Source: an optimization exercise on an open RTL-to-GDS flow (aim: small area). Production flows keep margins and buffers that such runs may drop. In this exercise RTL edits were held to simulation tests only and were not proved equivalent to the original. No activity file was given, so power comes from the tool's default toggle rates.

$ cat design/flow/design.v
module fifo_router (
    input            clock,
    input            resetn,
    input            write_enb,
    input            soft_reset,
    input            read_enb,
    input      [7:0] data_in,
    output           empty,
    output           full,
    output     [7:0] data_out
);
    reg [7:0] mem [0:15];
    reg [4:0] count;
    reg       out_vld;
    assign empty = (count == 5'd0);
    assign full  = count[4];
    wire push = write_enb & ~full;
    wire pop  = read_enb & ~empty;
    wire [127:0] mem_flat;
    genvar g;
    generate
        for (g = 0; g < 16; g = g + 1) begin : flat
            assign mem_flat[g*8 +: 8] = mem[g];
        end
    endgenerate
    fifo_rdmux rdmux (.d(mem_flat), .sel(count[3:0]), .en(out_vld), .y(data_out));
    wire up = push & ~pop;
    wire dn = pop & ~push;
    wire [4:0] tog;
    assign tog[0] = up | dn;
    assign tog[1] = (up & count[0]) | (dn & ~count[0]);
    assign tog[2] = (up & &count[1:0]) | (dn & ~|count[1:0]);
    assign tog[3] = (up & &count[2:0]) | (dn & ~|count[2:0]);
    assign tog[4] = (up & &count[3:0]) | (dn & ~|count[3:0]);
    always @(posedge clock) begin
        if (!resetn || soft_reset)
            count <= 5'd0;
        else
            count <= count ^ tog;
    end
    always @(posedge clock) begin
        if (!resetn || soft_reset)
            out_vld <= 1'b0;
        else
            out_vld <= pop & ~(|data_out);
    end
    integer i;
    always @(posedge clock) begin
        if (push) begin
            mem[0] <= data_in;
            for (i = 1; i < 16; i = i + 1)
                mem[i] <= mem[i - 1];
        end
    end
endmodule
module fifo_rdmux (
    input  [127:0] d,
    input  [3:0]   sel,
    input          en,
    output [7:0]   y
);
    assign y = en ? d[sel*8 +: 8] : 8'h00;
endmodule
module router_sync (
    input      clock,
    input      resetn,
    input      vld,
    input      read_enb,
    output reg soft_reset
);
    reg [4:0] count;
    always @(posedge clock) begin
        if (!resetn || !vld || read_enb) begin
            soft_reset <= 1'b0;
            count      <= 5'd0;
        end else begin
            soft_reset <= (count == 5'b10000);
            count      <= {count[3:0], ~(count[4] ^ count[2])};
        end
    end
endmodule
module router_reg (
    input            clock,
    input            resetn,
    input            pkt_valid,
    input      [7:0] data_in,
    input            fifo_full,
    input            detect_add,
    input            ld_state,
    input            laf_state,
    input            rst_int_reg,
    output reg       parity_done,
    output reg       low_pkt_valid,
    output reg       error,
    output reg [7:0] dout
);
    reg [7:0] full_byte, parity;
    wire ld_ok   = ld_state & ~fifo_full;
    wire par_in  = (ld_ok & ~pkt_valid) | (laf_state & low_pkt_valid);
    always @(posedge clock)
        if (ld_state && fifo_full)
            full_byte <= data_in;
    always @(posedge clock) begin
        if (!resetn)
            dout <= 8'h00;
        else if (ld_ok)
            dout <= data_in;
        else if (laf_state)
            dout <= full_byte;
    end
    always @(posedge clock) begin
        if (detect_add)
            parity <= data_in;
        else if (ld_ok || par_in)
            parity <= parity ^ data_in;
    end
    always @(posedge clock) begin
        if (!resetn || detect_add || rst_int_reg)
            parity_done <= 1'b0;
        else if (par_in)
            parity_done <= 1'b1;
    end
    always @(posedge clock) begin
        if (!resetn)
            low_pkt_valid <= 1'b0;
        else if (ld_state && !pkt_valid)
            low_pkt_valid <= 1'b1;
    end
    always @(posedge clock) begin
        if (!resetn)
            error <= 1'b0;
        else
            error <= parity_done & (|parity);
    end
endmodule
module router_fsm (
    input        clock,
    input        resetn,
    input        pkt_valid,
    input        parity_done,
    input  [2:0] soft_reset,
    input        low_pkt_valid,
    input  [2:0] fifo_empty,
    input  [2:0] fifo_full_n,
    input  [1:0] data_in,
    output       busy,
    output       detect_add,
    output       ld_state,
    output       laf_state,
    output       rst_int_reg,
    output       fifo_full,
    output [2:0] write_enb
);
    localparam DECODE_ADDRESS = 3'd0;
    localparam LOAD_FIRST_DATA = 3'd1;
    localparam LOAD_DATA = 3'd6;
    localparam FIFO_FULL_STATE = 3'd3;
    localparam LOAD_AFTER_FULL = 3'd4;
    localparam LOAD_PARITY = 3'd2;
    localparam CHECK_PARITY_ERROR = 3'd7;
    localparam WAIT_TILL_EMPTY = 3'd5;
    reg [2:0] state, next_state;
    reg [1:0] addr;
    wire addr_empty = (addr == 2'd0) ? fifo_empty[0] :
                      (addr == 2'd1) ? fifo_empty[1] :
                      (addr == 2'd2) ? fifo_empty[2] : 1'b0;
    assign fifo_full = (addr == 2'd0) ? fifo_full_n[0] :
                       (addr == 2'd1) ? fifo_full_n[1] :
                       (addr == 2'd2) ? fifo_full_n[2] : 1'b0;
    wire addr_sr    = (addr == 2'd0) ? soft_reset[0] :
                      (addr == 2'd1) ? soft_reset[1] :
                      (addr == 2'd2) ? soft_reset[2] : 1'b0;
    wire in_empty   = (data_in == 2'd0) ? fifo_empty[0] :
                      (data_in == 2'd1) ? fifo_empty[1] : fifo_empty[2];
    assign detect_add  = (state == DECODE_ADDRESS);
    assign ld_state    = (state == LOAD_DATA);
    assign laf_state   = (state == LOAD_AFTER_FULL);
    assign rst_int_reg = (state == CHECK_PARITY_ERROR);
    assign busy        = !(detect_add || ld_state);
    wire write_enb_reg = ld_state || laf_state || (state == LOAD_PARITY);
    always @(posedge clock)
        if (detect_add)
            addr <= data_in;
    reg write_d;
    always @(posedge clock)
        write_d <= write_enb_reg;
    assign write_enb[0] = write_d && addr == 2'd0;
    assign write_enb[1] = write_d && addr == 2'd1;
    assign write_enb[2] = write_d && addr == 2'd2;
    always @(posedge clock) begin
        if (!resetn || addr_sr)
            state <= DECODE_ADDRESS;
        else
            state <= next_state;
    end
    always @(*) begin
        case (state)
            DECODE_ADDRESS:
                if (pkt_valid && data_in != 2'b11)
                    next_state = in_empty ? LOAD_FIRST_DATA : WAIT_TILL_EMPTY;
                else
                    next_state = DECODE_ADDRESS;
            LOAD_FIRST_DATA:
                next_state = LOAD_DATA;
            LOAD_DATA:
                if (fifo_full)
                    next_state = FIFO_FULL_STATE;
                else if (!pkt_valid)
                    next_state = LOAD_PARITY;
                else
                    next_state = LOAD_DATA;
            FIFO_FULL_STATE:
                next_state = fifo_full ? FIFO_FULL_STATE : LOAD_AFTER_FULL;
            LOAD_AFTER_FULL:
                next_state = low_pkt_valid ? LOAD_PARITY : LOAD_DATA;
            LOAD_PARITY:
                next_state = CHECK_PARITY_ERROR;
            CHECK_PARITY_ERROR:
                next_state = fifo_full ? CHECK_PARITY_ERROR : DECODE_ADDRESS;
            default:  
                next_state = addr_empty ? LOAD_FIRST_DATA : WAIT_TILL_EMPTY;
        endcase
    end
endmodule
module router_top (
    input           clock,
    input           resetn,
    input           read_enb_0,
    input           read_enb_1,
    input           read_enb_2,
    input           pkt_valid,
    input  [7:0]    data_in,
    output          valid_out_0,
    output          valid_out_1,
    output          valid_out_2,
    output          error,
    output          busy,
    output [7:0]    data_out_0,
    output [7:0]    data_out_1,
    output [7:0]    data_out_2
);
    wire       fifo_full, detect_add, ld_state, laf_state, rst_int_reg;
    wire       parity_done, low_pkt_valid;
    wire [7:0] dout;
    wire [2:0] write_enb;
    wire [2:0] empty, full, soft_reset;
    assign valid_out_0 = ~empty[0];
    assign valid_out_1 = ~empty[1];
    assign valid_out_2 = ~empty[2];
    router_reg register (
        .clock(clock), .resetn(resetn), .pkt_valid(pkt_valid), .data_in(data_in),
        .fifo_full(fifo_full), .detect_add(detect_add), .ld_state(ld_state),
        .laf_state(laf_state), .rst_int_reg(rst_int_reg), .parity_done(parity_done),
        .low_pkt_valid(low_pkt_valid), .error(error), .dout(dout));
    router_fsm fsm (
        .clock(clock), .resetn(resetn), .pkt_valid(pkt_valid), .parity_done(parity_done),
        .soft_reset(soft_reset), .low_pkt_valid(low_pkt_valid), .fifo_empty(empty),
        .fifo_full_n(full), .data_in(data_in[1:0]), .busy(busy), .detect_add(detect_add),
        .ld_state(ld_state), .laf_state(laf_state), .rst_int_reg(rst_int_reg),
        .fifo_full(fifo_full), .write_enb(write_enb));
    router_sync sync_0 (.clock(clock), .resetn(resetn), .vld(~empty[0]), .read_enb(read_enb_0), .soft_reset(soft_reset[0]));
    router_sync sync_1 (.clock(clock), .resetn(resetn), .vld(~empty[1]), .read_enb(read_enb_1), .soft_reset(soft_reset[1]));
    router_sync sync_2 (.clock(clock), .resetn(resetn), .vld(~empty[2]), .read_enb(read_enb_2), .soft_reset(soft_reset[2]));
    fifo_router fifo_0 (.clock(clock), .resetn(resetn), .write_enb(write_enb[0]), .soft_reset(soft_reset[0]),
        .read_enb(read_enb_0), .data_in(dout), .empty(empty[0]), .full(full[0]), .data_out(data_out_0));
    fifo_router fifo_1 (.clock(clock), .resetn(resetn), .write_enb(write_enb[1]), .soft_reset(soft_reset[1]),
        .read_enb(read_enb_1), .data_in(dout), .empty(empty[1]), .full(full[1]), .data_out(data_out_1));
    fifo_router fifo_2 (.clock(clock), .resetn(resetn), .write_enb(write_enb[2]), .soft_reset(soft_reset[2]),
        .read_enb(read_enb_2), .data_in(dout), .empty(empty[2]), .full(full[2]), .data_out(data_out_2));
endmodule
$ cat design/flow/flow/run.sh
#!/bin/bash
# The standard layout with three changes:
#  - synthesis replaces the FIFO read multiplexer module (fifo_rdmux) with the
#    gate-level version in flow/fifo_rdmux_gates.v (same function, made by
#    gen/gen_rdmux.py), and ABC maps the rest with flow/abc_amap.script;
#    registers are mapped exactly as in the standard synthesis;
#  - port buffers are plain buf_1 cells;
#  - the clock tree uses clkbuf_8 buffers in small clusters, without dummy loads.
# Each tool's output goes to a log file here; ORFS keeps its own logs under orfs/logs.
set -uo pipefail
HERE=$PWD

# Synthesis script: synth_recipe.tcl with ORFS's synth.tcl replaced by a copy
# that reads the gate-level multiplexer over the RTL one and maps the
# combinational logic with an area-oriented ABC script (flow/abc_amap.script).
sed -e 's|^read_checkpoint \$::env(RESULTS_DIR)/1_1_yosys_canonicalize.rtlil$|&\nread_verilog -overwrite '"$HERE"'/flow/fifo_rdmux_gates.v|' \
    -e 's|^  log_cmd abc {\*}\$abc_args$|  set abc_args [lreplace $abc_args 1 1 '"$HERE"'/flow/abc_amap.script]\n&|' \
    "$FLOW_HOME/scripts/synth.tcl" > "$HERE/flow_synth.tcl"
if ! grep -q 'fifo_rdmux_gates.v' "$HERE/flow_synth.tcl" || ! grep -q 'abc_amap.script' "$HERE/flow_synth.tcl"; then
    echo "run.sh: could not patch synth.tcl" >&2
    exit 1
fi
sed 's|^source \$::env(SCRIPTS_DIR)/synth.tcl$|source '"$HERE"'/flow_synth.tcl|' synth_recipe.tcl > "$HERE/flow_synth_recipe.tcl"
if ! grep -q "flow_synth.tcl" "$HERE/flow_synth_recipe.tcl"; then
    echo "run.sh: could not patch synth_recipe.tcl" >&2
    exit 1
fi
sed 's|SYNTH_SCRIPT=[^ ]*synth_recipe.tcl|SYNTH_SCRIPT='"$HERE"'/flow_synth_recipe.tcl|' standard.sh > "$HERE/flow_standard.sh"
if ! grep -q "flow_synth_recipe.tcl" "$HERE/flow_standard.sh"; then
    echo "run.sh: could not patch standard.sh" >&2
    exit 1
fi

export BUFFER_PORTS_ARGS="-buffer_cell sky130_fd_sc_hd__buf_1"
export CTS_ARGS="-sink_clustering_enable -repair_clock_nets -dont_use_dummy_load -buf_list sky130_fd_sc_hd__clkbuf_8 -sink_clustering_size 20 -sink_clustering_max_diameter 45"
bash "$HERE/flow_standard.sh" > "$HERE/flow_standard.log" 2>&1
$ cat design/flow/flow/abc_amap.script
strash
dch -f
amap
topo
stime -c
$ cat design/flow/flow/fifo_rdmux_gates.v
// Generated by gen/gen_rdmux.py; gate-level version of fifo_rdmux.
module fifo_rdmux (
    input  [127:0] d,
    input  [3:0]   sel,
    input          en,
    output [7:0]   y
);
    wire [3:0] nsel;
    wire [3:0] nlo, nhi;
    wire [15:0] s;
    wire [47:0] t;
    wire [7:0] u;
    sky130_fd_sc_hd__inv_1 g1 (.A(sel[0]), .Y(nsel[0]));
    sky130_fd_sc_hd__inv_1 g2 (.A(sel[1]), .Y(nsel[1]));
    sky130_fd_sc_hd__inv_1 g3 (.A(sel[2]), .Y(nsel[2]));
    sky130_fd_sc_hd__inv_1 g4 (.A(sel[3]), .Y(nsel[3]));
    sky130_fd_sc_hd__nand2_1 g5 (.A(nsel[0]), .B(nsel[1]), .Y(nlo[0]));
    sky130_fd_sc_hd__nand2_1 g6 (.A(sel[0]), .B(nsel[1]), .Y(nlo[1]));
    sky130_fd_sc_hd__nand2_1 g7 (.A(nsel[0]), .B(sel[1]), .Y(nlo[2]));
    sky130_fd_sc_hd__nand2_1 g8 (.A(sel[0]), .B(sel[1]), .Y(nlo[3]));
    sky130_fd_sc_hd__nand3_1 g9 (.A(en), .B(nsel[2]), .C(nsel[3]), .Y(nhi[0]));
    sky130_fd_sc_hd__nand3_1 g10 (.A(en), .B(sel[2]), .C(nsel[3]), .Y(nhi[1]));
    sky130_fd_sc_hd__nand3_1 g11 (.A(en), .B(nsel[2]), .C(sel[3]), .Y(nhi[2]));
    sky130_fd_sc_hd__nand3_1 g12 (.A(en), .B(sel[2]), .C(sel[3]), .Y(nhi[3]));
    sky130_fd_sc_hd__nor2_1 g13 (.A(nhi[0]), .B(nlo[0]), .Y(s[0]));
    sky130_fd_sc_hd__nor2_1 g14 (.A(nhi[0]), .B(nlo[1]), .Y(s[1]));
    sky130_fd_sc_hd__nor2_1 g15 (.A(nhi[0]), .B(nlo[2]), .Y(s[2]));
    sky130_fd_sc_hd__nor2_1 g16 (.A(nhi[0]), .B(nlo[3]), .Y(s[3]));
    sky130_fd_sc_hd__nor2_1 g17 (.A(nhi[1]), .B(nlo[0]), .Y(s[4]));
    sky130_fd_sc_hd__nor2_1 g18 (.A(nhi[1]), .B(nlo[1]), .Y(s[5]));
    sky130_fd_sc_hd__nor2_1 g19 (.A(nhi[1]), .B(nlo[2]), .Y(s[6]));
    sky130_fd_sc_hd__nor2_1 g20 (.A(nhi[1]), .B(nlo[3]), .Y(s[7]));
    sky130_fd_sc_hd__nor2_1 g21 (.A(nhi[2]), .B(nlo[0]), .Y(s[8]));
    sky130_fd_sc_hd__nor2_1 g22 (.A(nhi[2]), .B(nlo[1]), .Y(s[9]));
    sky130_fd_sc_hd__nor2_1 g23 (.A(nhi[2]), .B(nlo[2]), .Y(s[10]));
    sky130_fd_sc_hd__nor2_1 g24 (.A(nhi[2]), .B(nlo[3]), .Y(s[11]));
    sky130_fd_sc_hd__nor2_1 g25 (.A(nhi[3]), .B(nlo[0]), .Y(s[12]));
    sky130_fd_sc_hd__nor2_1 g26 (.A(nhi[3]), .B(nlo[1]), .Y(s[13]));
    sky130_fd_sc_hd__nor2_1 g27 (.A(nhi[3]), .B(nlo[2]), .Y(s[14]));
    sky130_fd_sc_hd__nor2_1 g28 (.A(nhi[3]), .B(nlo[3]), .Y(s[15]));
    sky130_fd_sc_hd__a222oi_1 g29 (.A1(s[0]), .A2(d[0]), .B1(s[1]), .B2(d[8]), .C1(s[2]), .C2(d[16]), .Y(t[0]));
    sky130_fd_sc_hd__a222oi_1 g30 (.A1(s[3]), .A2(d[24]), .B1(s[4]), .B2(d[32]), .C1(s[5]), .C2(d[40]), .Y(t[1]));
    sky130_fd_sc_hd__a222oi_1 g31 (.A1(s[6]), .A2(d[48]), .B1(s[7]), .B2(d[56]), .C1(s[8]), .C2(d[64]), .Y(t[2]));
    sky130_fd_sc_hd__a222oi_1 g32 (.A1(s[9]), .A2(d[72]), .B1(s[10]), .B2(d[80]), .C1(s[11]), .C2(d[88]), .Y(t[3]));
    sky130_fd_sc_hd__a222oi_1 g33 (.A1(s[12]), .A2(d[96]), .B1(s[13]), .B2(d[104]), .C1(s[14]), .C2(d[112]), .Y(t[4]));
    sky130_fd_sc_hd__nand2_1 g34 (.A(s[15]), .B(d[120]), .Y(t[5]));
    sky130_fd_sc_hd__and3_1 g35 (.A(t[0]), .B(t[1]), .C(t[2]), .X(u[0]));
    sky130_fd_sc_hd__nand4_1 g36 (.A(t[3]), .B(t[4]), .C(t[5]), .D(u[0]), .Y(y[0]));
    sky130_fd_sc_hd__a222oi_1 g37 (.A1(s[0]), .A2(d[1]), .B1(s[1]), .B2(d[9]), .C1(s[2]), .C2(d[17]), .Y(t[6]));
    sky130_fd_sc_hd__a222oi_1 g38 (.A1(s[3]), .A2(d[25]), .B1(s[4]), .B2(d[33]), .C1(s[5]), .C2(d[41]), .Y(t[7]));
    sky130_fd_sc_hd__a222oi_1 g39 (.A1(s[6]), .A2(d[49]), .B1(s[7]), .B2(d[57]), .C1(s[8]), .C2(d[65]), .Y(t[8]));
    sky130_fd_sc_hd__a222oi_1 g40 (.A1(s[9]), .A2(d[73]), .B1(s[10]), .B2(d[81]), .C1(s[11]), .C2(d[89]), .Y(t[9]));
    sky130_fd_sc_hd__a222oi_1 g41 (.A1(s[12]), .A2(d[97]), .B1(s[13]), .B2(d[105]), .C1(s[14]), .C2(d[113]), .Y(t[10]));
    sky130_fd_sc_hd__nand2_1 g42 (.A(s[15]), .B(d[121]), .Y(t[11]));
    sky130_fd_sc_hd__and3_1 g43 (.A(t[6]), .B(t[7]), .C(t[8]), .X(u[1]));
    sky130_fd_sc_hd__nand4_1 g44 (.A(t[9]), .B(t[10]), .C(t[11]), .D(u[1]), .Y(y[1]));
    sky130_fd_sc_hd__a222oi_1 g45 (.A1(s[0]), .A2(d[2]), .B1(s[1]), .B2(d[10]), .C1(s[2]), .C2(d[18]), .Y(t[12]));
    sky130_fd_sc_hd__a222oi_1 g46 (.A1(s[3]), .A2(d[26]), .B1(s[4]), .B2(d[34]), .C1(s[5]), .C2(d[42]), .Y(t[13]));
    sky130_fd_sc_hd__a222oi_1 g47 (.A1(s[6]), .A2(d[50]), .B1(s[7]), .B2(d[58]), .C1(s[8]), .C2(d[66]), .Y(t[14]));
    sky130_fd_sc_hd__a222oi_1 g48 (.A1(s[9]), .A2(d[74]), .B1(s[10]), .B2(d[82]), .C1(s[11]), .C2(d[90]), .Y(t[15]));
    sky130_fd_sc_hd__a222oi_1 g49 (.A1(s[12]), .A2(d[98]), .B1(s[13]), .B2(d[106]), .C1(s[14]), .C2(d[114]), .Y(t[16]));
    sky130_fd_sc_hd__nand2_1 g50 (.A(s[15]), .B(d[122]), .Y(t[17]));
    sky130_fd_sc_hd__and3_1 g51 (.A(t[12]), .B(t[13]), .C(t[14]), .X(u[2]));
    sky130_fd_sc_hd__nand4_1 g52 (.A(t[15]), .B(t[16]), .C(t[17]), .D(u[2]), .Y(y[2]));
    sky130_fd_sc_hd__a222oi_1 g53 (.A1(s[0]), .A2(d[3]), .B1(s[1]), .B2(d[11]), .C1(s[2]), .C2(d[19]), .Y(t[18]));
    sky130_fd_sc_hd__a222oi_1 g54 (.A1(s[3]), .A2(d[27]), .B1(s[4]), .B2(d[35]), .C1(s[5]), .C2(d[43]), .Y(t[19]));
    sky130_fd_sc_hd__a222oi_1 g55 (.A1(s[6]), .A2(d[51]), .B1(s[7]), .B2(d[59]), .C1(s[8]), .C2(d[67]), .Y(t[20]));
    sky130_fd_sc_hd__a222oi_1 g56 (.A1(s[9]), .A2(d[75]), .B1(s[10]), .B2(d[83]), .C1(s[11]), .C2(d[91]), .Y(t[21]));
    sky130_fd_sc_hd__a222oi_1 g57 (.A1(s[12]), .A2(d[99]), .B1(s[13]), .B2(d[107]), .C1(s[14]), .C2(d[115]), .Y(t[22]));
    sky130_fd_sc_hd__nand2_1 g58 (.A(s[15]), .B(d[123]), .Y(t[23]));
    sky130_fd_sc_hd__and3_1 g59 (.A(t[18]), .B(t[19]), .C(t[20]), .X(u[3]));
    sky130_fd_sc_hd__nand4_1 g60 (.A(t[21]), .B(t[22]), .C(t[23]), .D(u[3]), .Y(y[3]));
    sky130_fd_sc_hd__a222oi_1 g61 (.A1(s[0]), .A2(d[4]), .B1(s[1]), .B2(d[12]), .C1(s[2]), .C2(d[20]), .Y(t[24]));
    sky130_fd_sc_hd__a222oi_1 g62 (.A1(s[3]), .A2(d[28]), .B1(s[4]), .B2(d[36]), .C1(s[5]), .C2(d[44]), .Y(t[25]));
    sky130_fd_sc_hd__a222oi_1 g63 (.A1(s[6]), .A2(d[52]), .B1(s[7]), .B2(d[60]), .C1(s[8]), .C2(d[68]), .Y(t[26]));
    sky130_fd_sc_hd__a222oi_1 g64 (.A1(s[9]), .A2(d[76]), .B1(s[10]), .B2(d[84]), .C1(s[11]), .C2(d[92]), .Y(t[27]));
    sky130_fd_sc_hd__a222oi_1 g65 (.A1(s[12]), .A2(d[100]), .B1(s[13]), .B2(d[108]), .C1(s[14]), .C2(d[116]), .Y(t[28]));
    sky130_fd_sc_hd__nand2_1 g66 (.A(s[15]), .B(d[124]), .Y(t[29]));
    sky130_fd_sc_hd__and3_1 g67 (.A(t[24]), .B(t[25]), .C(t[26]), .X(u[4]));
    sky130_fd_sc_hd__nand4_1 g68 (.A(t[27]), .B(t[28]), .C(t[29]), .D(u[4]), .Y(y[4]));
    sky130_fd_sc_hd__a222oi_1 g69 (.A1(s[0]), .A2(d[5]), .B1(s[1]), .B2(d[13]), .C1(s[2]), .C2(d[21]), .Y(t[30]));
    sky130_fd_sc_hd__a222oi_1 g70 (.A1(s[3]), .A2(d[29]), .B1(s[4]), .B2(d[37]), .C1(s[5]), .C2(d[45]), .Y(t[31]));
    sky130_fd_sc_hd__a222oi_1 g71 (.A1(s[6]), .A2(d[53]), .B1(s[7]), .B2(d[61]), .C1(s[8]), .C2(d[69]), .Y(t[32]));
    sky130_fd_sc_hd__a222oi_1 g72 (.A1(s[9]), .A2(d[77]), .B1(s[10]), .B2(d[85]), .C1(s[11]), .C2(d[93]), .Y(t[33]));
    sky130_fd_sc_hd__a222oi_1 g73 (.A1(s[12]), .A2(d[101]), .B1(s[13]), .B2(d[109]), .C1(s[14]), .C2(d[117]), .Y(t[34]));
    sky130_fd_sc_hd__nand2_1 g74 (.A(s[15]), .B(d[125]), .Y(t[35]));
    sky130_fd_sc_hd__and3_1 g75 (.A(t[30]), .B(t[31]), .C(t[32]), .X(u[5]));
    sky130_fd_sc_hd__nand4_1 g76 (.A(t[33]), .B(t[34]), .C(t[35]), .D(u[5]), .Y(y[5]));
    sky130_fd_sc_hd__a222oi_1 g77 (.A1(s[0]), .A2(d[6]), .B1(s[1]), .B2(d[14]), .C1(s[2]), .C2(d[22]), .Y(t[36]));
    sky130_fd_sc_hd__a222oi_1 g78 (.A1(s[3]), .A2(d[30]), .B1(s[4]), .B2(d[38]), .C1(s[5]), .C2(d[46]), .Y(t[37]));
    sky130_fd_sc_hd__a222oi_1 g79 (.A1(s[6]), .A2(d[54]), .B1(s[7]), .B2(d[62]), .C1(s[8]), .C2(d[70]), .Y(t[38]));
    sky130_fd_sc_hd__a222oi_1 g80 (.A1(s[9]), .A2(d[78]), .B1(s[10]), .B2(d[86]), .C1(s[11]), .C2(d[94]), .Y(t[39]));
    sky130_fd_sc_hd__a222oi_1 g81 (.A1(s[12]), .A2(d[102]), .B1(s[13]), .B2(d[110]), .C1(s[14]), .C2(d[118]), .Y(t[40]));
    sky130_fd_sc_hd__nand2_1 g82 (.A(s[15]), .B(d[126]), .Y(t[41]));
    sky130_fd_sc_hd__and3_1 g83 (.A(t[36]), .B(t[37]), .C(t[38]), .X(u[6]));
    sky130_fd_sc_hd__nand4_1 g84 (.A(t[39]), .B(t[40]), .C(t[41]), .D(u[6]), .Y(y[6]));
    sky130_fd_sc_hd__a222oi_1 g85 (.A1(s[0]), .A2(d[7]), .B1(s[1]), .B2(d[15]), .C1(s[2]), .C2(d[23]), .Y(t[42]));
    sky130_fd_sc_hd__a222oi_1 g86 (.A1(s[3]), .A2(d[31]), .B1(s[4]), .B2(d[39]), .C1(s[5]), .C2(d[47]), .Y(t[43]));
    sky130_fd_sc_hd__a222oi_1 g87 (.A1(s[6]), .A2(d[55]), .B1(s[7]), .B2(d[63]), .C1(s[8]), .C2(d[71]), .Y(t[44]));
    sky130_fd_sc_hd__a222oi_1 g88 (.A1(s[9]), .A2(d[79]), .B1(s[10]), .B2(d[87]), .C1(s[11]), .C2(d[95]), .Y(t[45]));
    sky130_fd_sc_hd__a222oi_1 g89 (.A1(s[12]), .A2(d[103]), .B1(s[13]), .B2(d[111]), .C1(s[14]), .C2(d[119]), .Y(t[46]));
    sky130_fd_sc_hd__nand2_1 g90 (.A(s[15]), .B(d[127]), .Y(t[47]));
    sky130_fd_sc_hd__and3_1 g91 (.A(t[42]), .B(t[43]), .C(t[44]), .X(u[7]));
    sky130_fd_sc_hd__nand4_1 g92 (.A(t[45]), .B(t[46]), .C(t[47]), .D(u[7]), .Y(y[7]));
endmodule
$ cat design/flow/standard.sh
#!/bin/bash
# synth_recipe.tcl (not shown) runs the flow's synth.tcl, then flattens the netlist and writes it again
# the make line also repeats each setting of config.mk as NAME=value (left out here)
make -C /OpenROAD-flow-scripts/flow DESIGN_CONFIG=/design/flow/config.mk WORK_HOME=/design/flow/orfs CLKGATE_MAP_FILE= SYNTH_SCRIPT=/design/flow/synth_recipe.tcl "${@:-finish}"
$ cat design/flow/config.mk
export PLATFORM = sky130hd
export DESIGN_NAME = router_top
export DESIGN_NICKNAME = router_top
export VERILOG_FILES = /design/flow/design.v
export SDC_FILE = /design/flow/constraint.sdc
export NUM_CORES = 4
export LEC_CHECK = 0
export ABC_AREA = 0
export CAP_MARGIN = 0
export CORE_MARGIN = 2
export CORE_UTILIZATION = 40
export SLEW_MARGIN = 0
$ cat design/flow/constraint.sdc
create_clock -name core_clock -period 5.0 [get_ports {clock}]
set_input_delay 1.0000 -clock core_clock [delete_from_list [all_inputs] [get_ports {clock}]]
set_output_delay 1.0000 -clock core_clock [all_outputs]
set_load 0.01 [all_outputs]
==> summary.json, run 1 <==
{
  "worst_setup_path": {
    "critical_path.cell_chain": "inv_1, nand3_1, nor2_1, a222oi_1, and3_1, nand4_1, buf_1",
    "crit_required_ps": 4000,
    "worst_path_dominant_cell_family": "simple AND/OR/NAND/NOR gates",
    "setup.worst_path.class": "register to output pin",
    "critical_r2r_capture": "fifo_0.out_vld$_SDFF_PP0_",
    "worst_r2r_path_depth": 8,
    "end_kind": "output pin",
    "crit_path_max_fanout": 8,
    "rrSetupSlack_ps": 2180,
    "cpMaxStageDelayCell": "a222oi_1",
    "cp_slowest_stage_delay_ps": 640,
    "crit_path_start_kind": "register",
    "crit_buf_inv": 2,
    "worstPathArrival_ps": 2670,
    "critical_path.reg2reg.startpoint": "fifo_0.count[3]$_SDFF_PP0_"
  },
  "global_route": {
    "antenna_found_initial": 0,
    "globalRouteOverflowTotal": 0,
    "via_count_of_the_first_global_routing_pass": 8948,
    "grt_max_degree": 78,
    "global_route.usage.total": 0.154,
    "grt_pass1_wl_um": 50700
  },
  "detailed_routing": {
    "routed_wl_um": 32900,
    "drt.antenna.violating_nets": 0,
    "avgViaCountPerCell": 5.88,
    "drt_drc_violations_left": 0,
    "route.vias.total": 9387,
    "drt_pass1_iterations": 10,
    "post_drt_wl_per_cell_um": 20.6,
    "drtIter0Drc": 1560
  },
  "die": {
    "fp.dieW_um": 206,
    "fp-row-count": 73,
    "top_level_ports": 43,
    "initial_util": 0.407,
    "floorplan_core_area_um2": 40000,
    "die_h_um": 206,
    "die-area_um2": 42400
  },
  "flow_run": {
    "drv.max_cap_violation_count": 0
  },
  "synthesis": {
    "synthXorXnorAreaFrac": 0,
    "synth.mux.area_fraction": 0,
    "async_flop_share": 0,
    "yosys_warnings": 5,
    "synth.yosys.seq_area_share": 0.804,
    "yosys.area_share.adder": 0.00461,
    "post_synth.cell_area_avg_um2": 16.7,
    "area_of_the_mapped_netlist_um2": 16300,
    "register_bit_count_reported_by_yosys": 453,
    "synth_edf_count": 402,
    "post_synth_main_area_contributors": "edfxtp_1, a222oi_1, dfxtp_1",
    "synthCells": 975,
    "post-synth-top-area-fraction": 0.741,
    "synth_simple_gate_area_share": 0.0729,
    "synth_compound_gate_area_share": 0.104,
    "netlist-cell-type-count": 27,
    "synth_top_area_cell": "edfxtp_1",
    "yosys_most_used_dff": "edfxtp_1",
    "synth_nets": 995,
    "main_combinational_cell_family_by_area_after_synthesis": "compound AO/OA/AOI/OAI gates"
  },
  "layout": {
    "antenna_cells_inserted": 0,
    "final_layout_size_suffix_gt1_frac": 0.0541,
    "utilization": 0.446,
    "design.final.nets": 1094,
    "synthToLayoutAreaGrowth_pct": 9.62
  },
  "power_and_ir_drop": {
    "powerDensity_nw_per_um2": 506,
    "p_leak_nw": 5.40,
    "ir_drop_uv": 281
  },
  "clock_network": {
    "clockBufferDepth": 3,
    "cts_tree": "yes",
    "cts_setup_buffers": 0,
    "clk_latency_ps": 620,
    "cts.clk_slew.worst_paths_ps": 100,
    "clk_root_buffer_cell": "clkbuf_8",
    "cts-resized-gates": 0,
    "total_cts_buffers": 49,
    "cts_num_sinks": 453,
    "post_cts_hold_buffer_count": 0,
    "cts_htree_levels": 2
  },
  "placed_design": {
    "gp_routability_congestion": 0.809,
    "post-dp-hpwl_um": 21500,
    "port_buffers": 42
  },
  "sta": {
    "setup-tns-final_ps": 0,
    "final_hold_viol_count": 0,
    "setup-violations-final": 0,
    "grt_setup_unrepaired": "false",
    "fmaxAchievable_mhz": 272,
    "clock-skew-final_ps": 72.1,
    "fin_crit_sh": 0.734,
    "maxSlewViolCount": 0,
    "min_period_ps": 3670,
    "timing.slew.headroom": 0.362,
    "slew_at_the_pin_closest_to_its_max_slew_limit_ps": 957
  },
  "worst_hold_path": {
    "min_delay_worst_endpoint": "sync_0.count[3]$_SDFF_PP0_",
    "min_delay_path_depth": 2,
    "worstHoldStart": "sync_0.count[2]$_SDFF_PP0_",
    "hp-class": "register to register"
  },
  "status": {
    "run_status": "finished clean"
  }
}
==> per-layer routing <==
layer	track usage	wire [µm]
met3	0.0288	2510
met4	0.0528	772
met1	0.235	15600
met5	0	0
met2	0.221	14000
==> final cells by class <==
type | count | area (µm²)
inverters | 66 | 248
multi-input cells | 456 | 2990
fillers | 3494 | 22100
flip-flops and latches | 453 | 13100
well taps | 525 | 657
clock buffers | 49 | 674
repair buffers | 48 | 203
==> flip-flops by register name, indices dropped and copies added (netlist names), 2 cells and up <==
register	count
fifo_0.count	5
fifo_0.mem	128
fifo_1.count	5
fifo_1.mem	128
fifo_2.count	5
fifo_2.mem	128
fsm.addr	2
fsm.state	3
register.dout	8
register.full_byte	8
register.parity	8
sync_0.count	5
sync_1.count	5
sync_2.count	5
==> cell usage after synthesis (2+ instances only) <==
| master | number |
|---|---|
| a211oi_1 | 16 |
| a21oi_1 | 14 |
| a221oi_1 | 2 |
| a222oi_1 | 128 |
| a31oi_1 | 10 |
| and3_1 | 24 |
| clkinv_1 | 54 |
| dfxtp_1 | 51 |
| edfxtp_1 | 402 |
| ha_1 | 6 |
| inv_1 | 12 |
| nand2_1 | 57 |
| nand3_1 | 17 |
| nand4_1 | 24 |
| nor2_1 | 102 |
| nor2b_1 | 4 |
| nor3_1 | 8 |
| nor4_1 | 10 |
| o21ai_0 | 11 |
| o22ai_1 | 7 |
| o31ai_1 | 2 |
| or3_1 | 4 |
| or4_1 | 6 |
==> per-stage QoR <==
stage / cells / hold WS (ps) / total power [mW] / instance area (µm²) / setup slack [ps]
3_3_place_gp: 1548 / 404 / 7.04 / 17200 / 2020
6_report: 1597 / 362 / 9.04 / 17900 / 1330
4_1_cts: 1597 / 358 / 9.14 / 17900 / 1320
3_5_place_dp: 1548 / 402 / 7.10 / 17200 / 2000
2_1_floorplan: 975 / 390 / 6.45 / 16300 / 31.9
5_1_grt: 1597 / 375 / 9.51 / 17900 / 1130
==> placed cells by master, fill, tap and decap left out, types with 7 or more instances in the layout <==
master    count
a222oi_1    128
clkinv_1     54
inv_1        12
dfxtp_1      51
o21ai_0      11
nor2_1      102
nand2_1      57
buf_1        42
nor4_1       10
o22ai_1       7
a21oi_1      14
clkbuf_8     49
edfxtp_1    402
a31oi_1      10
and3_1       24
nand3_1      17
nand4_1      24
a211oi_1     16
==> worst max path at each step <==
stage	startpoint	to	slack, ps	cells past startpoint
finish	fifo_0.count[3]$_SDFF_PP0_	data_out_0[5]	1330	7
global route	fifo_0.count[2]$_SDFF_PP0_	data_out_0[6]	1130	7
CTS	fifo_0.count[3]$_SDFF_PP0_	data_out_0[0]	1320	7
detailed placement	fifo_0.count[3]$_SDFF_PP0_	data_out_0[6]	2000	7
global placement	fifo_0.count[3]$_SDFF_PP0_	data_out_0[0]	2020	7
floorplan	fsm.addr[1]$_DFFE_PP_	fifo_0.count[4]$_SDFF_PP0_	30	10
==> worst reg2reg max path, delay by kind of cell, from the launching register on <==
family	cells	cell delay, ps
compound gates	1	560
buf+inv	1	90
simple gates	6	1640
flops	1	440
==> power by group <==
part / leakage, nW / internal (mW) / switching (mW)
clock: 0.352 / 0.867 / 1.15
sequential: 4.08 / 4.98 / 0.407
combinational: 0.965 / 0.455 / 1.18
==> kinds of logic after synthesis <==
| family | after synthesis |
|---|---|
| compound gates | 193 |
| fa+ha+maj | 6 |
| buf+inv | 66 |
| flops | 453 |
| simple gates | 257 |
==> run 2, diff against run 1 <==
--- a/design/flow/design.v
+++ b/design/flow/design.v
@@ -66,17 +66,15 @@
     input      resetn,
     input      vld,
     input      read_enb,
-    output reg soft_reset
+    output     soft_reset
 );
     reg [4:0] count;
-    always @(posedge clock) begin
-        if (!resetn || !vld || read_enb) begin
-            soft_reset <= 1'b0;
-            count      <= 5'd0;
-        end else begin
-            soft_reset <= (count == 5'b10000);
-            count      <= {count[3:0], ~(count[4] ^ count[2])};
-        end
+    assign soft_reset = (count == 5'b10000);
+    always @(posedge clock) begin
+        if (!resetn || !vld || read_enb)
+            count <= 5'd0;
+        else
+            count <= {count[3:0], ~(count[4] ^ count[2]) ^ (&count[3:0])};
     end
 endmodule
 module router_reg (
@@ -151,14 +149,14 @@
     output       fifo_full,
     output [2:0] write_enb
 );
-    localparam DECODE_ADDRESS = 3'd0;
+    localparam DECODE_ADDRESS = 3'd5;
     localparam LOAD_FIRST_DATA = 3'd1;
-    localparam LOAD_DATA = 3'd6;
+    localparam LOAD_DATA = 3'd2;
     localparam FIFO_FULL_STATE = 3'd3;
-    localparam LOAD_AFTER_FULL = 3'd4;
-    localparam LOAD_PARITY = 3'd2;
-    localparam CHECK_PARITY_ERROR = 3'd7;
-    localparam WAIT_TILL_EMPTY = 3'd5;
+    localparam LOAD_AFTER_FULL = 3'd7;
+    localparam LOAD_PARITY = 3'd6;
+    localparam CHECK_PARITY_ERROR = 3'd4;
+    localparam WAIT_TILL_EMPTY = 3'd0;
     reg [2:0] state, next_state;
     reg [1:0] addr;
     wire addr_empty = (addr == 2'd0) ? fifo_empty[0] :
--- a/design/flow/flow/run.sh
+++ b/design/flow/flow/run.sh
@@ -32,5 +32,5 @@
 fi
 
 export BUFFER_PORTS_ARGS="-buffer_cell sky130_fd_sc_hd__buf_1"
-export CTS_ARGS="-sink_clustering_enable -repair_clock_nets -dont_use_dummy_load -buf_list sky130_fd_sc_hd__clkbuf_8 -sink_clustering_size 20 -sink_clustering_max_diameter 45"
+export CTS_ARGS="-sink_clustering_enable -repair_clock_nets -dont_use_dummy_load -buf_list sky130_fd_sc_hd__clkbuf_8 -sink_clustering_size 16 -sink_clustering_max_diameter 60"
 bash "$HERE/flow_standard.sh" > "$HERE/flow_standard.log" 2>&1
--- a/design/flow/config.mk
+++ b/design/flow/config.mk
@@ -8,5 +8,6 @@
 export ABC_AREA = 0
 export CAP_MARGIN = 0
 export CORE_MARGIN = 2
-export CORE_UTILIZATION = 40
+export CORE_UTILIZATION = 60
+export PLACE_DENSITY = 0.75
 export SLEW_MARGIN = 0
==> run 2 against run 1 <==
Clock-buffer cell count is 14 lower. Hold slack better by 63 ps. Global-route usage is 5.6 points higher. Flip-flop and latch count is 3 lower. Final cell count is 13% lower. Synthesized cell count is 1.0% lower. Design area is 2.7% lower. Via count is 1.1% lower. Combinational power is 23% lower. Core utilization is 20 points higher. Non-clock buffer count is 1 lower.
==> summary.json, run 2 <==
{
  "global_route": {
    "via_count_of_the_first_global_routing_pass": 8788,
    "globalRouteOverflowTotal": 0,
    "grt_busiest_layer": "met2",
    "global_route.usage.met1": 0.321,
    "grt_max_degree": 131,
    "met3_usage": 0.0306,
    "grt_pass1_wl_um": 47100,
    "global_route.usage.total": 0.210,
    "antenna_found_initial": 0,
    "global_route.usage.met2": 0.321
  },
  "layout": {
    "layoutNonFillerInstCount": 1388,
    "antenna_cells_inserted": 0,
    "final_layout_size_suffix_gt1_frac": 0.0478,
    "synthToLayoutAreaGrowth_pct": 7.19,
    "design.final.nets": 1069,
    "layout_commonest_cell": "edfxtp_1",
    "most-common-layout-cells": "edfxtp_1, a222oi_1, nor2_1, nand2_1, dfxtp_1",
    "post-route-cell-area_um2": 17400,
    "largestRegisters": "fifo_0.mem x128, fifo_1.mem x128, fifo_2.mem x128"
  },
  "synthesis": {
    "post_synth.cell_area_avg_um2": 16.8,
    "area_of_the_mapped_netlist_um2": 16200,
    "post-synth-top-area-fraction": 0.745,
    "synth_top_area_cell": "edfxtp_1",
    "register_bit_count_reported_by_yosys": 450,
    "synth_edf_count": 402,
    "post_synth_main_area_contributors": "edfxtp_1, a222oi_1, dfxtp_1",
    "synth_nets": 985,
    "yosys_most_used_dff": "edfxtp_1",
    "netlist-cell-type-count": 29,
    "yosys_warnings": 5,
    "async_flop_share": 0,
    "synthCells": 965,
    "yosysMostFrequentCell": "edfxtp_1",
    "synth.yosys.seq_area_share": 0.804,
    "synthTopCellsByCount": "edfxtp_1, a222oi_1, nor2_1"
  },
  "detailed_routing": {
    "post_drt_wl_per_cell_um": 21.7,
    "drtIter0Drc": 1741,
    "drt.antenna.violating_nets": 0,
    "route.vias.total": 9284,
    "drt_drc_violations_left": 0,
    "routed_wl_um": 30100,
    "drt_pass1_iterations": 12,
    "avgViaCountPerCell": 6.69
  },
  "sta": {
    "fin_crit_sh": 0.711,
    "slew_at_the_pin_closest_to_its_max_slew_limit_ps": 1120,
    "grt_setup_unrepaired": "false",
    "timing.slew.headroom": 0.252,
    "min_period_ps": 3550,
    "clock-skew-final_ps": 35.2,
    "setup-violations-final": 0,
    "setup-tns-final_ps": 0,
    "final_hold_viol_count": 0,
    "fmaxAchievable_mhz": 281,
    "maxSlewViolCount": 0
  },
  "placed_design": {
    "dpl_cell_area_um2": 16900,
    "gp_routability_congestion": 0.829,
    "port_buffers": 42,
    "dp.cells": 1353,
    "post-dp-hpwl_um": 20000
  },
  "die": {
    "fp-row-count": 60,
    "floorplan_core_area_um2": 26700,
    "fp.dieW_um": 168,
    "top_level_ports": 43,
    "die_h_um": 168,
    "die-area_um2": 28300,
    "initial_util": 0.607
  },
  "clock_network": {
    "cts_setup_buffers": 0,
    "cts.clk_slew.worst_paths_ps": 100,
    "clk_latency_ps": 560,
    "cts_htree_levels": 2,
    "clk_root_buffer_cell": "clkbuf_8",
    "post_cts_hold_buffer_count": 0,
    "clockBufferDepth": 3,
    "cts_num_sinks": 450,
    "cts_tree": "yes",
    "cts-resized-gates": 0,
    "total_cts_buffers": 35
  },
  "worst_setup_path": {
    "cpMaxStageDelayCell": "a222oi_1",
    "worst_r2r_path_depth": 9,
    "worstPathArrival_ps": 2550,
    "crit_required_ps": 4000,
    "cp_slowest_stage_delay_ps": 490,
    "end_kind": "output pin",
    "critical_path.reg2reg.startpoint": "fsm.addr[1]$_DFFE_PP_",
    "critical_r2r_capture": "register.dout[0]$_SDFFE_PN0P_",
    "endpoint": "data_out_0[5]",
    "rrSetupSlack_ps": 2150,
    "setup.worst_path.class": "register to output pin",
    "worst_setup_path_startpoint": "fifo_0.count[2]$_SDFF_PP0_",
    "critical_path.cell_chain": "inv_1, nand3_1, nor2_1, a222oi_1, and3_1, nand4_1, buf_1",
    "crit_path_start_kind": "register",
    "crit_path_max_fanout": 8
  },
  "power_and_ir_drop": {
    "p_leak_nw": 5.25,
    "powerDensity_nw_per_um2": 449,
    "ir_drop_uv": 312
  },
  "worst_hold_path": {
    "hp-class": "register to register"
  },
  "status": {
    "run_status": "finished clean"
  },
  "flow_run": {
    "drv.max_cap_violation_count": 0
  }
}
[run 2: cell types whose count changed in the layout (fill, tap and decap cells not counted), sizes merged, moves of 3 or more]
cell    before  now
clkbuf      49   35
clkinv      54   40
a21oi       14   23
nor3         8   17
o21ai       11    3
a211oi      16    9
nor2b        4   10
or4          6    2
dfxtp       51   48
[run 2: area by class of cell]
cell class | instances | area [µm²]
well taps | 341 | 427
inverters | 52 | 199
fillers | 1841 | 9350
repair buffers | 47 | 208
clock buffers | 35 | 482
flip-flops and latches | 450 | 13000
multi-input cells | 463 | 3030
[run 2: per-layer routing]
metal / up-vias / routed length (µm)
met5: - / 0
met4: 0 / 697
met3: 53 / 2330
met2: 464 / 13700
met1: 4568 / 13400
li1: 4199 / -
[run 2: how the worst min path moves through the flow]
stage	from	endpoint	slack, ps	cells past startpoint
CTS	fifo_0.mem[14][2]$_DFFE_PN_	fifo_0.mem[15][2]$_DFFE_PN_	420	0
global placement	fifo_2.mem[6][6]$_DFFE_PN_	fifo_2.mem[7][6]$_DFFE_PN_	430	0
floorplan	sync_0.count[2]$_SDFF_PP0_	sync_0.count[3]$_SDFF_PP0_	420	2
finish	fifo_0.mem[14][2]$_DFFE_PN_	fifo_0.mem[15][2]$_DFFE_PN_	430	0
global route	fifo_0.mem[14][2]$_DFFE_PN_	fifo_0.mem[15][2]$_DFFE_PN_	430	0
detailed placement	fifo_2.mem[12][6]$_DFFE_PN_	fifo_2.mem[13][6]$_DFFE_PN_	430	0
[run 2: report_power, final]
| part | internal [mW] | switching [mW] | leakage, nW |
|---|---|---|---|
| Clock | 0.632 | 1.05 | 0.252 |
| Combinational | 0.376 | 0.878 | 0.964 |
| Sequential | 4.57 | 0.291 | 4.03 |
| Total | 5.58 | 2.22 | 5.25 |
[run 2: critical path, delay by kind of cell, from the launching register on]
family          cells  cell delay [ps]
buf+inv             2              260
compound gates      1              490
flops               1              480
simple gates        4              770
[run 2: logic make-up after synthesis]
group           count (synthesis)  synth area share
xor+xnor                        1          0.000540
fa+ha+maj                       6           0.00463
buf+inv                        52            0.0120
simple gates                  267            0.0765
flops                         450             0.804
compound gates                189             0.102
[run 2: per-stage QoR]
step / setup slack, ps / utilization / total power, mW / hold WS, ps
finish: 1450 / 0.650 / 7.80 / 425
global route: 1310 / 0.650 / 8.16 / 431
detailed placement: 2040 / 0.632 / 6.19 / 432
global placement: 2060 / 0.632 / 6.12 / 428
CTS: 1420 / 0.650 / 7.85 / 422
floorplan: -27.4 / - / 5.73 / 418
==> run 3, diff against run 2 <==
--- a/design/flow/config.mk
+++ b/design/flow/config.mk
@@ -8,6 +8,5 @@
 export ABC_AREA = 0
 export CAP_MARGIN = 0
 export CORE_MARGIN = 2
-export CORE_UTILIZATION = 60
-export PLACE_DENSITY = 0.75
+export CORE_UTILIZATION = 40
 export SLEW_MARGIN = 0
==> run 3 against run 2 <==
Highest routed layer unchanged. Global-route usage decreased by 5.4 points. Hold slack got worse by 21 ps. Largest cell class unchanged. Combinational power about the same. Synthesized cell count unchanged. Design area increased by 1.5%. Power increased by 1.2%. Sequential power about the same. Still clean. Synthesized area unchanged. Critical endpoint is now data_out_2[2].
==> summary.json, run 3 <==
{
  "status": {
    "run_status": "finished clean"
  },
  "global_route": {
    "globalRouteOverflowTotal": 0,
    "global_route.usage.total": 0.157,
    "antenna_found_initial": 0,
    "grt_max_degree": 83,
    "grt_pass1_wl_um": 51000,
    "via_count_of_the_first_global_routing_pass": 8817
  },
  "detailed_routing": {
    "routed_wl_um": 32800,
    "drt_drc_violations_left": 0,
    "drt_pass1_iterations": 10,
    "post_drt_wl_per_cell_um": 20.8,
    "avgViaCountPerCell": 5.82,
    "route.vias.total": 9172,
    "drtIter0Drc": 1301,
    "drt.antenna.violating_nets": 0
  },
  "sta": {
    "clock-skew-final_ps": 56.2,
    "final_hold_viol_count": 0,
    "fmaxAchievable_mhz": 276,
    "grt_setup_unrepaired": "false",
    "setup-violations-final": 0,
    "fin_crit_sh": 0.725,
    "slew_at_the_pin_closest_to_its_max_slew_limit_ps": 992,
    "setup-tns-final_ps": 0,
    "min_period_ps": 3620,
    "maxSlewViolCount": 0,
    "timing.slew.headroom": 0.339
  },
  "synthesis": {
    "post-synth-top-area-fraction": 0.745,
    "post_synth.cell_area_avg_um2": 16.8,
    "yosys_most_used_dff": "edfxtp_1",
    "synth_top_area_cell": "edfxtp_1",
    "netlist-cell-type-count": 29,
    "area_of_the_mapped_netlist_um2": 16200,
    "register_bit_count_reported_by_yosys": 450,
    "post_synth_main_area_contributors": "edfxtp_1, a222oi_1, dfxtp_1",
    "async_flop_share": 0,
    "synth_nets": 985,
    "yosys_warnings": 5,
    "synthCells": 965,
    "synthTopCellsByCount": "edfxtp_1, a222oi_1, nor2_1",
    "synth_edf_count": 402,
    "synth.yosys.seq_area_share": 0.804,
    "yosysMostFrequentCell": "edfxtp_1"
  },
  "clock_network": {
    "clk_root_buffer_cell": "clkbuf_8",
    "clockBufferDepth": 3,
    "cts-resized-gates": 0,
    "clk_latency_ps": 600,
    "total_cts_buffers": 37,
    "cts_num_sinks": 450,
    "cts_setup_buffers": 0,
    "cts_htree_levels": 2,
    "post_cts_hold_buffer_count": 0,
    "cts_tree": "yes",
    "cts.clk_slew.worst_paths_ps": 100
  },
  "layout": {
    "design.final.nets": 1072,
    "post-route-cell-area_um2": 17600,
    "largestRegisters": "fifo_0.mem x128, fifo_1.mem x128, fifo_2.mem x128",
    "most-common-layout-cells": "edfxtp_1, a222oi_1, nor2_1, nand2_1, dfxtp_1",
    "final_layout_size_suffix_gt1_frac": 0.0505,
    "antenna_cells_inserted": 0,
    "utilization": 0.443,
    "layoutNonFillerInstCount": 1575,
    "synthToLayoutAreaGrowth_pct": 8.75,
    "layout_commonest_cell": "edfxtp_1"
  },
  "worst_setup_path": {
    "critical_r2r_capture": "fifo_2.count[4]$_SDFF_PP0_",
    "crit_buf_inv": 2,
    "crit_required_ps": 4000,
    "cpMaxStageDelayCell": "nor2_1",
    "critical_path.cell_chain": "inv_1, nand3_1, nor2_1, a222oi_1, and3_1, nand4_1, buf_1",
    "crit_path_max_fanout": 8,
    "rrSetupSlack_ps": 1950,
    "worst_path_dominant_cell_family": "simple AND/OR/NAND/NOR gates",
    "cp_slowest_stage_delay_ps": 610,
    "setup.worst_path.class": "register to output pin",
    "end_kind": "output pin",
    "worst_r2r_path_depth": 11,
    "worstPathArrival_ps": 2620,
    "critical_path.reg2reg.startpoint": "fifo_2.count[0]$_SDFF_PP0_",
    "crit_path_start_kind": "register"
  },
  "die": {
    "fp.dieW_um": 205,
    "fp-row-count": 73,
    "top_level_ports": 43,
    "die-area_um2": 42200,
    "die_h_um": 205,
    "initial_util": 0.407,
    "floorplan_core_area_um2": 39800
  },
  "worst_hold_path": {
    "min_delay_path_depth": 0,
    "worstHoldStart": "fifo_0.mem[1][2]$_DFFE_PN_",
    "min_delay_worst_endpoint": "fifo_0.mem[2][2]$_DFFE_PN_",
    "hp-class": "register to register"
  },
  "placed_design": {
    "dpl_cell_area_um2": 17100,
    "post-dp-hpwl_um": 21400,
    "port_buffers": 42,
    "dp.cells": 1538,
    "gp_routability_congestion": 0.798
  },
  "power_and_ir_drop": {
    "p_leak_nw": 5.26,
    "powerDensity_nw_per_um2": 448,
    "ir_drop_uv": 249,
    "p_total_mw": 7.90
  },
  "flow_run": {
    "drv.max_cap_violation_count": 0
  }
}
==> run 3: worst max path at each step <==
stage,startpoint,endpoint,slack (ps),depth (start not counted)
after floorplan,fsm.addr[1]$_DFFE_PP_,fifo_2.count[4]$_SDFF_PP0_,-30,11
after global placement,fifo_2.count[0]$_SDFF_PP0_,fifo_2.count[4]$_SDFF_PP0_,2020,11
after detailed placement,fifo_2.count[2]$_SDFF_PP0_,data_out_2[2],2010,7
after CTS,fifo_2.count[2]$_SDFF_PP0_,data_out_2[2],1350,7
after global routing,fifo_2.count[2]$_SDFF_PP0_,data_out_2[2],1190,7
final,fifo_2.count[2]$_SDFF_PP0_,data_out_2[2],1380,7
==> run 3: kinds of logic after synthesis <==
family	Yosys count	share of synthesized area
buffers and inverters	52	0.0120
AND/OR/NAND/NOR	267	0.0765
AO/OA/AOI/OAI	189	0.102
flip-flops	450	0.804
adder cells (fa/ha/maj)	6	0.00463
XOR/XNOR	1	0.000540
==> run 3: routing by layer <==
metal / routed length, µm / track usage / vias to the layer above
li1: - / - / 4201
met1: 15200 / 0.234 / 4521
met2: 14300 / 0.222 / 395
met3: 2380 / 0.0322 / 55
met4: 973 / 0.0655 / 0
met5: 0 / 0 / -
==> run 3: layout make-up <==
cell class / instances / area [µm²]
clock buffers: 37 / 509
fillers: 3542 / 22200
inverters: 52 / 199
multi-input cells: 463 / 3030
flip-flops and latches: 450 / 13000
well taps: 525 / 657
repair buffers: 48 / 203
==> run 3: power by group <==
part	switching, mW	internal, mW
clock network	1.11	0.666
registers	0.286	4.58
logic	0.885	0.375
==> run 3: through the flow <==
stage,setup slack [ps],hold slack (ps)
finish,1380,404
global placement,2020,429
global route,1190,421
floorplan,-27.4,418
detailed placement,2010,434
CTS,1350,409
==> run 3: worst reg2reg max path: stages (launching register included) <==
cell      delay (ps)
dfxtp_1          390
clkinv_1         110
nand2_1           90
nor4_1           760
clkinv_1         400
nand2_1          290
ha_1             220
clkinv_1          90
nor2_1           180
o22ai_1          120
or2_0            210
a21oi_1          130
==> run 4, diff against run 3 <==
--- a/design/flow/flow/run.sh
+++ b/design/flow/flow/run.sh
@@ -32,5 +32,5 @@
 fi
 
 export BUFFER_PORTS_ARGS="-buffer_cell sky130_fd_sc_hd__buf_1"
-export CTS_ARGS="-sink_clustering_enable -repair_clock_nets -dont_use_dummy_load -buf_list sky130_fd_sc_hd__clkbuf_8 -sink_clustering_size 16 -sink_clustering_max_diameter 60"
+export CTS_ARGS="-sink_clustering_enable -repair_clock_nets -dont_use_dummy_load -buf_list sky130_fd_sc_hd__clkbuf_8 -sink_clustering_size 18 -sink_clustering_max_diameter 70"
 bash "$HERE/flow_standard.sh" > "$HERE/flow_standard.log" 2>&1
==> run 4 against run 3 <==
Still clean on timing, DRC and antenna. Final cell count is 0.19% lower. Clock skew is 42 ps higher. Wire length is 0.22% lower. Synthesized area stayed put. Global-route usage is 0.052 points lower. Critical path depth stayed put. Core utilization is 0.10 points lower. Flip-flop and latch count stayed put. Hold slack worse by 14 ps. Combinational power hardly changed. Clock power is 4% lower. Register-to-register slack better by 50 ps.
==> summary.json, run 4 <==
{
  "layout": {
    "design.final.nets": 1069,
    "final_layout_size_suffix_gt1_frac": 0.0478,
    "utilization": 0.442,
    "largestRegisters": "fifo_0.mem x128, fifo_1.mem x128, fifo_2.mem x128",
    "fillers": 3537,
    "most-common-layout-cells": "edfxtp_1, a222oi_1, nor2_1, nand2_1, dfxtp_1",
    "multi_input_gate_area_um2": 3030,
    "layout_commonest_cell": "edfxtp_1",
    "antenna_cells_inserted": 0,
    "seqCellArea_um2": 13000,
    "synthToLayoutAreaGrowth_pct": 8.50
  },
  "synthesis": {
    "synth.yosys.seq_area_share": 0.804,
    "async_flop_share": 0,
    "synth.mux.area_fraction": 0,
    "synth_nets": 985,
    "main_combinational_cell_family_by_area_after_synthesis": "compound AO/OA/AOI/OAI gates",
    "synthCells": 965,
    "synth_edf_count": 402,
    "post_synth_main_area_contributors": "edfxtp_1, a222oi_1, dfxtp_1",
    "synthTopCellsByCount": "edfxtp_1, a222oi_1, nor2_1",
    "register_bit_count_reported_by_yosys": 450,
    "area_of_the_mapped_netlist_um2": 16200,
    "yosys_most_used_dff": "edfxtp_1",
    "synth_compound_gate_area_share": 0.102,
    "yosysMostFrequentCell": "edfxtp_1",
    "synth_simple_gate_area_share": 0.0765,
    "post_synth.cell_area_avg_um2": 16.8,
    "post-synth-top-area-fraction": 0.745,
    "yosys_warnings": 5,
    "yosys.area_share.adder": 0.00463,
    "netlist-cell-type-count": 29,
    "synthXorXnorAreaFrac": 0.000540,
    "synth_top_area_cell": "edfxtp_1"
  },
  "worst_setup_path": {
    "setup.worst_path.class": "register to output pin",
    "crit_path_start_kind": "register",
    "crit_path_max_fanout": 8,
    "critical_path.reg2reg.startpoint": "fifo_2.count[0]$_SDFF_PP0_",
    "crit_buf_inv": 2,
    "worst_path_dominant_cell_family": "simple AND/OR/NAND/NOR gates",
    "cpMaxStageDelayCell": "a222oi_1",
    "end_kind": "output pin",
    "worst_r2r_path_depth": 11,
    "critical_path.cell_chain": "inv_1, nand3_1, nor2_1, a222oi_1, and3_1, nand4_1, buf_1",
    "critical_r2r_capture": "fifo_2.count[4]$_SDFF_PP0_",
    "crit_required_ps": 4000,
    "worstPathArrival_ps": 2660,
    "rrSetupSlack_ps": 2000,
    "cp_slowest_stage_delay_ps": 620
  },
  "detailed_routing": {
    "route.vias.total": 9162,
    "routed_wl_um": 32700,
    "drt_drc_violations_left": 0,
    "drtIter0Drc": 1231,
    "post_drt_wl_per_cell_um": 20.8,
    "avgViaCountPerCell": 5.83,
    "drt.antenna.violating_nets": 0,
    "drt_pass1_iterations": 9
  },
  "clock_network": {
    "cts_htree_levels": 2,
    "cts_tree": "yes",
    "clk_latency_ps": 610,
    "cts.clk_slew.worst_paths_ps": 100,
    "cts_num_sinks": 450,
    "cts_setup_buffers": 0,
    "clockBufferDepth": 3,
    "total_cts_buffers": 34,
    "clk_root_buffer_cell": "clkbuf_8",
    "cts-resized-gates": 0,
    "post_cts_hold_buffer_count": 0
  },
  "sta": {
    "timing.slew.headroom": 0.339,
    "final_hold_viol_count": 0,
    "fin_crit_sh": 0.733,
    "clock-skew-final_ps": 98.6,
    "min_period_ps": 3660,
    "fmaxAchievable_mhz": 273,
    "slew_at_the_pin_closest_to_its_max_slew_limit_ps": 991,
    "grt_setup_unrepaired": "false",
    "setup-violations-final": 0,
    "maxSlewViolCount": 0,
    "setup_ws_final_ps": 1340
  },
  "worst_hold_path": {
    "min_delay_worst_endpoint": "fifo_2.mem[14][3]$_DFFE_PN_",
    "min_delay_path_depth": 0,
    "hp-class": "register to register",
    "worstHoldStart": "fifo_2.mem[13][3]$_DFFE_PN_"
  },
  "power_and_ir_drop": {
    "powerDensity_nw_per_um2": 444,
    "p_total_mw": 7.81,
    "ir_drop_uv": 212,
    "p_leak_nw": 5.24
  },
  "die": {
    "top_level_ports": 43,
    "initial_util": 0.407,
    "die-area_um2": 42200,
    "die_h_um": 205,
    "fp-row-count": 73,
    "floorplan_core_area_um2": 39800,
    "fp.dieW_um": 205
  },
  "global_route": {
    "global_route.usage.total": 0.156,
    "globalRouteOverflowTotal": 0,
    "antenna_found_initial": 0,
    "via_count_of_the_first_global_routing_pass": 8789,
    "grt_pass1_wl_um": 50900,
    "grt_max_degree": 83
  },
  "placed_design": {
    "port_buffers": 42,
    "gp_routability_congestion": 0.798,
    "post-place-ws_ps": 2010,
    "post-dp-hpwl_um": 21400
  },
  "status": {
    "run_status": "finished clean"
  },
  "flow_run": {
    "drv.max_cap_violation_count": 0
  }
}
run 4: layout make-up:
| class | instances | share of cell area |
|---|---|---|
| Tap cell | 525 | 0.0374 |
| Sequential cell | 450 | 0.741 |
| Multi-Input combinational cell | 463 | 0.172 |
| Inverter | 52 | 0.0113 |
| Clock buffer | 34 | 0.0266 |
| Timing Repair Buffer | 48 | 0.0115 |
run 4: stage by stage:
stage / instance area, µm² / instances / TNS [ps] / hold slack, ps
3_3_place_gp: 17100 / 1538 / 0 / 429
6_report: 17600 / 1572 / 0 / 389
3_5_place_dp: 17100 / 1538 / 0 / 434
5_1_grt: 17600 / 1572 / 0 / 390
4_1_cts: 17600 / 1572 / 0 / 390
2_1_floorplan: 16300 / 965 / -58.0 / 418
run 4: cells by family (layout without fill, tap and decap cells):
logic type / count (synthesis) / count (layout)
adders and majority gates: 6 / 6
DFF: 450 / 450
and+or+nand+nor: 267 / 267
buffers and inverters: 52 / 134
xor gates and xnor gates: 1 / 1
AOI/OAI and AO/OA: 189 / 189
run 4: where the power goes:
part,switching [mW],leakage (nW),internal [mW]
logic,0.880,0.967,0.375
clock network,1.08,0.244,0.614
registers,0.286,4.03,4.58
total,2.25,5.24,5.56
run 4: worst max path at each step:
stage / start / to / slack, ps / depth (start not counted)
after floorplan: fsm.addr[1]$_DFFE_PP_ / fifo_2.count[4]$_SDFF_PP0_ / -30 / 11
after global placement: fifo_2.count[0]$_SDFF_PP0_ / fifo_2.count[4]$_SDFF_PP0_ / 2020 / 11
after detailed placement: fifo_2.count[2]$_SDFF_PP0_ / data_out_2[2] / 2010 / 7
after CTS: fifo_0.count[2]$_SDFF_PP0_ / data_out_0[6] / 1350 / 7
after global routing: fifo_2.count[2]$_SDFF_PP0_ / data_out_2[2] / 1180 / 7
final: fifo_2.count[2]$_SDFF_PP0_ / data_out_2[2] / 1340 / 7
run 4: worst register-to-register path, cell delays in order (launching register included):
cell and delay, ps:
dfxtp_1 380, clkinv_1 110, nand2_1 90, nor4_1 740
clkinv_1 380, nand2_1 290, ha_1 220, clkinv_1 90
nor2_1 180, o22ai_1 120, or2_0 210, a21oi_1 130
run 4: metal layers:
metal	vias up	part of all wire	GRT usage
li1	4195	-	-
met1	4546	0.46	0.234
met2	358	0.44	0.222
met3	63	0.072	0.0367
met4	0	0.027	0.0550
met5	-	0	0
==> run 5, diff against run 4 <==
--- a/design/flow/config.mk
+++ b/design/flow/config.mk
@@ -8,5 +8,6 @@
 export ABC_AREA = 0
 export CAP_MARGIN = 0
 export CORE_MARGIN = 2
-export CORE_UTILIZATION = 40
+export CORE_UTILIZATION = 60
+export PLACE_DENSITY = 0.75
 export SLEW_MARGIN = 0
==> run 5 against run 4 <==
Clock skew fell by 70 ps. Combinational power barely moved. Clock power fell by 9%. Non-clock buffer count fell by 1. Register-to-register slack improved by 160 ps. Critical path type unchanged. Critical endpoint is now data_out_0[5]. Largest power group unchanged.
==> summary.json, run 5 <==
{
  "status": {
    "run_status": "finished clean"
  },
  "worst_setup_path": {
    "cp_slowest_stage_delay_ps": 490,
    "cpMaxStageDelayCell": "dfxtp_1",
    "rrSetupSlack_ps": 2160,
    "worst_path_dominant_cell_family": "simple AND/OR/NAND/NOR gates",
    "end_kind": "output pin",
    "crit_required_ps": 4000,
    "crit_path_start_kind": "register",
    "worstPathArrival_ps": 2600
  },
  "die": {
    "initial_util": 0.607,
    "fp.dieW_um": 168,
    "top_level_ports": 43,
    "floorplan_core_area_um2": 26700,
    "die-area_um2": 28300
  },
  "global_route": {
    "grt_pass1_wl_um": 46900,
    "via_count_of_the_first_global_routing_pass": 8697,
    "grt_max_degree": 131,
    "antenna_found_initial": 0
  },
  "layout": {
    "layoutNonFillerInstCount": 1382,
    "antenna_cells_inserted": 0,
    "utilization": 0.647,
    "post-route-cell-area_um2": 17300,
    "layout_commonest_cell": "edfxtp_1",
    "final_layout_size_suffix_gt1_frac": 0.0423,
    "most-common-layout-cells": "edfxtp_1, a222oi_1, nor2_1, nand2_1, dfxtp_1"
  },
  "placed_design": {
    "port_buffers": 42,
    "post-place-ws_ps": 2040,
    "post-dp-hpwl_um": 20000,
    "dpl_cell_area_um2": 16900
  },
  "sta": {
    "final.hold.worst_slack_ps": 436,
    "setup-tns-final_ps": 0,
    "setup_ws_final_ps": 1400,
    "setup-violations-final": 0,
    "grt_setup_unrepaired": "false",
    "final_hold_viol_count": 0,
    "slew_at_the_pin_closest_to_its_max_slew_limit_ps": 1120
  },
  "clock_network": {
    "clockBufferDepth": 3,
    "clk_latency_ps": 600,
    "cts_htree_levels": 1,
    "cts_tree": "yes",
    "cts_setup_buffers": 0,
    "clk_root_buffer_cell": "clkbuf_8",
    "cts_num_sinks": 450,
    "cts.clk_slew.worst_paths_ps": 100,
    "total_cts_buffers": 29,
    "post_cts_hold_buffer_count": 0
  },
  "synthesis": {
    "yosysMostFrequentCell": "edfxtp_1",
    "register_bit_count_reported_by_yosys": 450,
    "post_synth_main_area_contributors": "edfxtp_1, a222oi_1, dfxtp_1",
    "netlist-cell-type-count": 29,
    "synthCells": 965,
    "synthTopCellsByCount": "edfxtp_1, a222oi_1, nor2_1",
    "synth_nets": 985,
    "synth.yosys.seq_area_share": 0.804,
    "async_flop_share": 0,
    "synth_edf_count": 402,
    "post-synth-top-area-fraction": 0.745,
    "yosys_warnings": 5
  },
  "power_and_ir_drop": {
    "p_leak_nw": 5.20,
    "powerDensity_nw_per_um2": 443,
    "ir_drop_uv": 292,
    "p_total_mw": 7.67
  },
  "detailed_routing": {
    "drtIter0Drc": 1749,
    "route.vias.total": 9281,
    "post_drt_wl_per_cell_um": 21.7,
    "drt_pass1_iterations": 9,
    "avgViaCountPerCell": 6.72,
    "routed_wl_um": 30000,
    "drt_drc_violations_left": 0
  },
  "flow_run": {
    "drv.max_cap_violation_count": 0
  },
  "worst_hold_path": {
    "hp-class": "register to register"
  }
}
## run 5: cell counts after synthesis
Identical to the previous run, type by type.
## run 5: final cells by class
cell class / count / area share
tap: 341 / 0.0247
multi-input combinational: 463 / 0.175
clock buffer: 29 / 0.0231
sequential: 450 / 0.754
inverter: 52 / 0.0115
timing repair buffer: 47 / 0.0120
## run 5: final timing paths
check                                            startpoint                             to  depth (start not counted)
worst max register to register        fsm.addr[0]$_DFFE_PP_  register.dout[1]$_SDFFE_PN0P_                          8
worst min-delay path            fifo_0.mem[11][2]$_DFFE_PN_    fifo_0.mem[12][2]$_DFFE_PN_                          0
worst max-delay path             fifo_0.count[2]$_SDFF_PP0_                  data_out_0[5]                          7
worst min register to register  fifo_0.mem[11][2]$_DFFE_PN_    fifo_0.mem[12][2]$_DFFE_PN_                          0
## run 5: power by group
part | switching [mW] | total, mW | internal (mW)
registers | 0.290 | 4.86 | 4.57
logic | 0.879 | 1.26 | 0.376
clock network | 1.03 | 1.55 | 0.520
total | 2.19 | 7.67 | 5.47
## run 5: logic make-up (layout without fill, tap and decap cells)
kind of cell / Yosys count / after routing / synth area share
flip-flops: 450 / 450 / 0.804
adder cells (fa/ha/maj): 6 / 6 / 0.00463
AO/OA/AOI/OAI: 189 / 189 / 0.102
AND/OR/NAND/NOR: 267 / 267 / 0.0765
buffers and inverters: 52 / 128 / 0.0120
XOR/XNOR: 1 / 1 / 0.000540
## run 5: routing by layer
| layer | track usage | part of all wire | vias to the layer above |
|---|---|---|---|
| met1 | 0.320 | 0.44 | 4542 |
| met2 | 0.319 | 0.45 | 494 |
| met5 | 0 | 0 | - |
| li1 | - | - | 4191 |
| met4 | 0.0562 | 0.024 | 0 |
| met3 | 0.0287 | 0.081 | 54 |

afterwards: timing with drivers on the ports:
The results above use ideal ports. As a check the final layouts listed here were re-extracted and re-timed, cells and wires unchanged. Step 1: set_driving_cell puts a clkbuf_16 on clock and a buf_2 on each other input, an assumption about the parent block. Step 2 also shifts input and output timing later by t, the mid clock arrival at the registers, as if the neighbouring blocks saw the same clock. Slacks: ideal ports / drivers / drivers and shift; pairs: ideal ports / drivers.
run | t (ns) | setup WS [ns] | worst setup path after step 2 | worst data-port slew with drivers (ns)
run 1 | 0.641 | 1.330 / 1.284 / 1.925 | register to output | 0.10
run 2 | 0.580 | 1.447 / 1.405 / 1.984 | register to output | 0.03
run 3 | 0.620 | 1.377 / 1.327 / 1.947 | register to register | 0.03
run 4 | 0.609 | 1.337 / 1.289 / 1.898 | register to output | 0.03
run 5 | 0.627 | 1.400 / 1.358 / 1.986 | register to output | 0.03
After both steps every run listed still meets setup and hold.
